Source: an optimization exercise on an open RTL-to-GDS flow (aim: small area and a short achievable clock period). Production flows keep margins and buffers that such runs may drop.

## run K
==> module fft_3_8, before the edit <==
module fft_3_8 #(
 parameter DBW = 8,
 parameter CBW = 3) (
 input                  clk,
 input                  rstx,
 input                  clear,
 input      [  DBW-1:0] din,
 output reg [2*DBW-1:0] dout );
reg [7:0] ph;
always @(posedge clk or negedge rstx)
  if (!rstx)      ph <= 8'd1;
  else if (clear) ph <= 8'd1;
  else            ph <= {ph[6:0], ph[7]};
reg [7:0] din_r, sr1, sr2, sr3, sr4;
wire st1 = ph[5] | ph[6] | ph[7] | ph[0];
reg [7:0] opb;
always @(posedge clk) opb <= (ph[0] | ph[1]) ? sr1 : din;
wire [9:0] sum  = {{2{sr4[7]}}, sr4} + {{2{opb[7]}}, opb} + 10'd1;
wire [9:0] diff = {{2{sr4[7]}}, sr4} - {{2{opb[7]}}, opb} + 10'd1;
wire [7:0] s = sum[8:1];
wire       dsat = (sr4 == 8'h7f) && (opb == 8'h80);
wire [7:0] d = dsat ? 8'h7f : diff[8:1];
always @(posedge clk) begin
  din_r <= din;
  sr1   <= st1 ? s : din_r;
  sr2   <= sr1;
  sr3   <= sr2;
  sr4   <= sr3;
end
reg [7:0] d0, d1, d2, d3;       
reg [7:0] c0, c1, c4, c5;
always @(posedge clk) begin
  if (ph[5]) d0 <= d;
  if (ph[6]) d1 <= d;
  if (ph[7]) d2 <= d;
  if (ph[0]) d3 <= d;
  if (ph[1]) begin c0 <= s; c1 <= d; end
  if (ph[2]) begin c4 <= s; c5 <= d; end
end
wire       tneg = ph[5];
wire [9:0] ta3  = {{2{d1[7]}}, d1} ^ {10{tneg}};
wire [9:0] ta7  = ~{{2{d3[7]}}, d3};
wire [1:0] tk   = tneg ? (2'd2 - d1[0] + d3[0]) : (2'd1 + d1[0] + d3[0]);
wire [9:0] t2   = ta3 + ta7 + {8'd0, tk};
reg  [8:0] t;
always @(posedge clk) t <= t2[9:1];
wire [13:0] tx  = {{5{t[8]}}, t};
wire [13:0] q1 = tx << 5, q2 = tx << 3, q3 = tx << 2;
wire [13:0] ps1 = q1 ^ q2 ^ q3;
wire [13:0] pc1 = {(q1[12:0] & q2[12:0]) | (q1[12:0] & q3[12:0]) | (q2[12:0] & q3[12:0]), 1'b0};
wire [13:0] ps2 = ps1 ^ pc1 ^ tx;
wire [13:0] pc2 = {(ps1[12:0] & pc1[12:0]) | (ps1[12:0] & tx[12:0]) | (pc1[12:0] & tx[12:0]), 1'b0};
wire [13:0] p45 = ps2 + pc2;
reg [13:0] wp1, wp2;
reg [7:0]  wa1, wa5;
reg        we;
always @(posedge clk) begin
  if (ph[5]) begin wp1 <= p45; wa1 <= d0; wa5 <= d2; we <= d3[0]; end
  if (ph[6]) wp2 <= p45;
end
wire [7:0] phn = clear ? 8'd1 : {ph[6:0], ph[7]};
reg rA, rB, cx, nre, nim, nai, k4, k5, sat4;
always @(posedge clk or negedge rstx)
  if (!rstx) begin
    rA <= 1'b0; rB <= 1'b1; cx <= 1'b0; nre <= 1'b0; nim <= 1'b1; nai <= 1'b0;
    k4 <= 1'b0; k5 <= 1'b0;
  end else begin
    rA  <= phn[6] | phn[7];                       
    rB  <= phn[0] | phn[1];                       
    cx  <= phn[2] | phn[3] | phn[4] | phn[5];     
    nre <= phn[7] | phn[3] | phn[4];
    nim <= phn[0] | phn[3] | phn[5];
    nai <= phn[2] | phn[3];
    k4  <= phn[4];
    k5  <= phn[5];
  end
reg x4s;
always @(posedge clk) if (ph[3]) x4s <= (c0 == 8'h7f) && (c4 == 8'h80);
always @(posedge clk) sat4 <= x4s & phn[7];
wire [15:0] are = ({16{rA}} & {{2{c0[7]}}, c0, 6'd0})
                | ({16{rB}} & {{2{c1[7]}}, c1, 6'd0})
                | ({16{cx}} & {{3{wa1[7]}}, wa1, 5'd0});
wire [15:0] pre = ({16{rA}} & {{2{c4[7]}}, c4, 6'd0})
                | ({16{cx}} & {{2{wp1[13]}}, wp1});
wire       ken = k4 & we, kep = k5 & we;
wire [7:0] kre2 = (ken ? 8'd110 : kep ? 8'd19 : {7'd32, nre})
                + {2'd0, cx & wa1[0], 5'd0};
wire [15:0] vre = are + (pre ^ {16{nre}}) + {8'd0, kre2};
wire [7:0] xre = sat4 ? 8'h7f : vre[14:7];
wire [15:0] aim = {16{cx}} & ({{3{wa5[7]}}, wa5, 5'd0} ^ {16{nai}});
wire [15:0] pim = ({16{rB}} & {{2{c5[7]}}, c5, 6'd0})
                | ({16{cx}} & {{2{wp2[13]}}, wp2});
wire [7:0] kim2 = (rA ? 8'd0 : ken ? 8'd19 : kep ? 8'd110
                 : 8'd64 + {6'd0, nai & nim, nai ^ nim})
                + {2'd0, cx & wa5[0], 5'd0};
wire [15:0] vim = aim + (pim ^ {16{nim}}) + {8'd0, kim2};
wire [7:0] xim = vim[14:7];
always @(posedge clk) dout <= {xim, xre};
endmodule
clock: 9.5 ns
lec_check: 0
abc_clock_period_in_ps: 3500
cap_margin: 20
core_margin: 2
core_utilization: 40
setup_slack_margin: 5
slew_margin: 20
run.sh (not shown) runs the stock make flow with config.mk's settings and CLKGATE_MAP_FILE= SYNTH_SCRIPT=/design/flow/synth_recipe.tcl, a recipe that flattens the netlist after the stock synthesis.
### run K -> run Y
==> flow/design.v <==
module fft_3_8 #(
 parameter DBW = 8,
 parameter CBW = 3) (
 input                  clk,
 input                  rstx,
 input                  clear,
 input      [  DBW-1:0] din,
 output reg [2*DBW-1:0] dout );
reg [7:0] ph;
always @(posedge clk or negedge rstx)
  if (!rstx)      ph <= 8'd1;
  else if (clear) ph <= 8'd1;
  else            ph <= {ph[6:0], ph[7]};
reg [7:0] din_r, sr1, sr2, sr3, sr4;
wire st1 = ph[5] | ph[6] | ph[7] | ph[0];
wire [7:0] opb = (ph[1] | ph[2]) ? sr2 : din_r;
wire [9:0] sum  = {{2{sr4[7]}}, sr4} + {{2{opb[7]}}, opb} + 10'd1;
wire [9:0] diff = {{2{sr4[7]}}, sr4} - {{2{opb[7]}}, opb} + 10'd1;
wire [7:0] s = sum[8:1];
wire [7:0] d = (!diff[9] && diff[8]) ? 8'h7f : diff[8:1];
always @(posedge clk) begin
  din_r <= din;
  sr1   <= st1 ? s : din_r;
  sr2   <= sr1;
  sr3   <= sr2;
  sr4   <= sr3;
end
reg [7:0] d0, d1, d2, d3;       
reg [7:0] c0, c1, c4, c5;
always @(posedge clk) begin
  if (ph[5]) d0 <= d;
  if (ph[6]) d1 <= d;
  if (ph[7]) d2 <= d;
  if (ph[0]) d3 <= d;
  if (ph[1]) begin c0 <= s; c1 <= d; end
  if (ph[2]) begin c4 <= s; c5 <= d; end
end
wire       tneg = ph[5];
wire [9:0] ta3  = {{2{d1[7]}}, d1} ^ {10{tneg}};
wire [9:0] ta7  = ~{{2{d3[7]}}, d3};
wire [1:0] tk   = tneg ? (2'd2 - d1[0] + d3[0]) : (2'd1 + d1[0] + d3[0]);
wire [9:0] t2   = ta3 + ta7 + {8'd0, tk};
reg  [8:0] t;
always @(posedge clk) t <= t2[9:1];
wire [13:0] tx  = {{5{t[8]}}, t};
wire [13:0] p45 = (tx << 5) + (tx << 3) + (tx << 2) + tx;
reg [13:0] wp1, wp2;
reg [7:0]  wa1, wa5;
reg        we;
always @(posedge clk) begin
  if (ph[5]) begin wp1 <= p45; wa1 <= d0; wa5 <= d2; we <= d3[0]; end
  if (ph[6]) wp2 <= p45;
end
wire rA = ph[6] | ph[7];                
wire rB = ph[0] | ph[1];                
wire cx = ph[2] | ph[3] | ph[4] | ph[5];
wire [15:0] are = ({16{rA}} & {{2{c0[7]}}, c0, 6'd0})
                | ({16{rB}} & {{2{c1[7]}}, c1, 6'd0})
                | ({16{cx}} & {{3{wa1[7]}}, wa1, 5'd0});
wire [15:0] pre = ({16{rA}} & {{2{c4[7]}}, c4, 6'd0})
                | ({16{cx}} & {{2{wp1[13]}}, wp1});
wire nre = ph[7] | ph[3] | ph[4];
wire [7:0] kre = (ph[2] | ph[6] | rB) ? 8'd64
               : ph[5] ? (we ? 8'd19 : 8'd64)
               : ph[4] ? (we ? 8'd110 : 8'd65)
               :         8'd65;
wire [7:0] kre2 = kre + {2'd0, cx & wa1[0], 5'd0};
wire [15:0] vre = are + (pre ^ {16{nre}}) + {8'd0, kre2};
wire [7:0] xre = (!vre[15] && vre[14]) ? 8'h7f : vre[14:7];
wire nai = ph[2] | ph[3];
wire [15:0] aim = {16{cx}} & ({{3{wa5[7]}}, wa5, 5'd0} ^ {16{nai}});
wire [15:0] pim = ({16{rB}} & {{2{c5[7]}}, c5, 6'd0})
                | ({16{cx}} & {{2{wp2[13]}}, wp2});
wire nim = ph[0] | ph[3] | ph[5];
wire [7:0] kim = (ph[6] | ph[7]) ? 8'd0
               : ph[0] ? 8'd65
               : ph[1] ? 8'd64
               : ph[2] ? 8'd65
               : ph[3] ? 8'd66
               : ph[4] ? (we ? 8'd19 : 8'd64)
               :         (we ? 8'd110 : 8'd65);
wire [7:0] kim2 = kim + {2'd0, cx & wa5[0], 5'd0};
wire [15:0] vim = aim + (pim ^ {16{nim}}) + {8'd0, kim2};
wire [7:0] xim = vim[14:7];
always @(posedge clk) dout <= {xim, xre};
endmodule
### Flow results
Between run K and run Y, proportion of synthesized flip-flops having asynchronous set or reset is higher for run K, run Y comes in under that.
Between run K and run Y, number of buffers and inverters on the critical path is higher for run Y, run K comes in under that.
Summary of run Y over run K: timing-limited maximum frequency went down, estimated wirelength of the detail-placed design now smaller.
No run of this note included a check of the RTL's function; only the layout flow was run.

re-timing with driven ports:
How much do the figures lean on ideal ports? The routed layouts below were timed once more, with nothing changed but the port constraints.
Step 1 assumes that a clkbuf_16 drives the clock port and a buf_2 every other input.
Step 2 also shifts input and output timing later by t, the mid clock arrival at the registers, as if the neighbouring blocks saw the same clock.
Slacks: ideal ports / drivers / drivers and shift; pairs: ideal ports / drivers.
| run | t (ns) | slack for setup (ns) | pins driven straight from the clock port |
|---|---|---|---|
| run K | 0.468 | 5.573 / 5.573 / 5.573 | 1 |
| run Y | 0.482 | 5.267 / 5.267 / 5.267 | 1 |
After both steps every run listed still meets setup and hold.
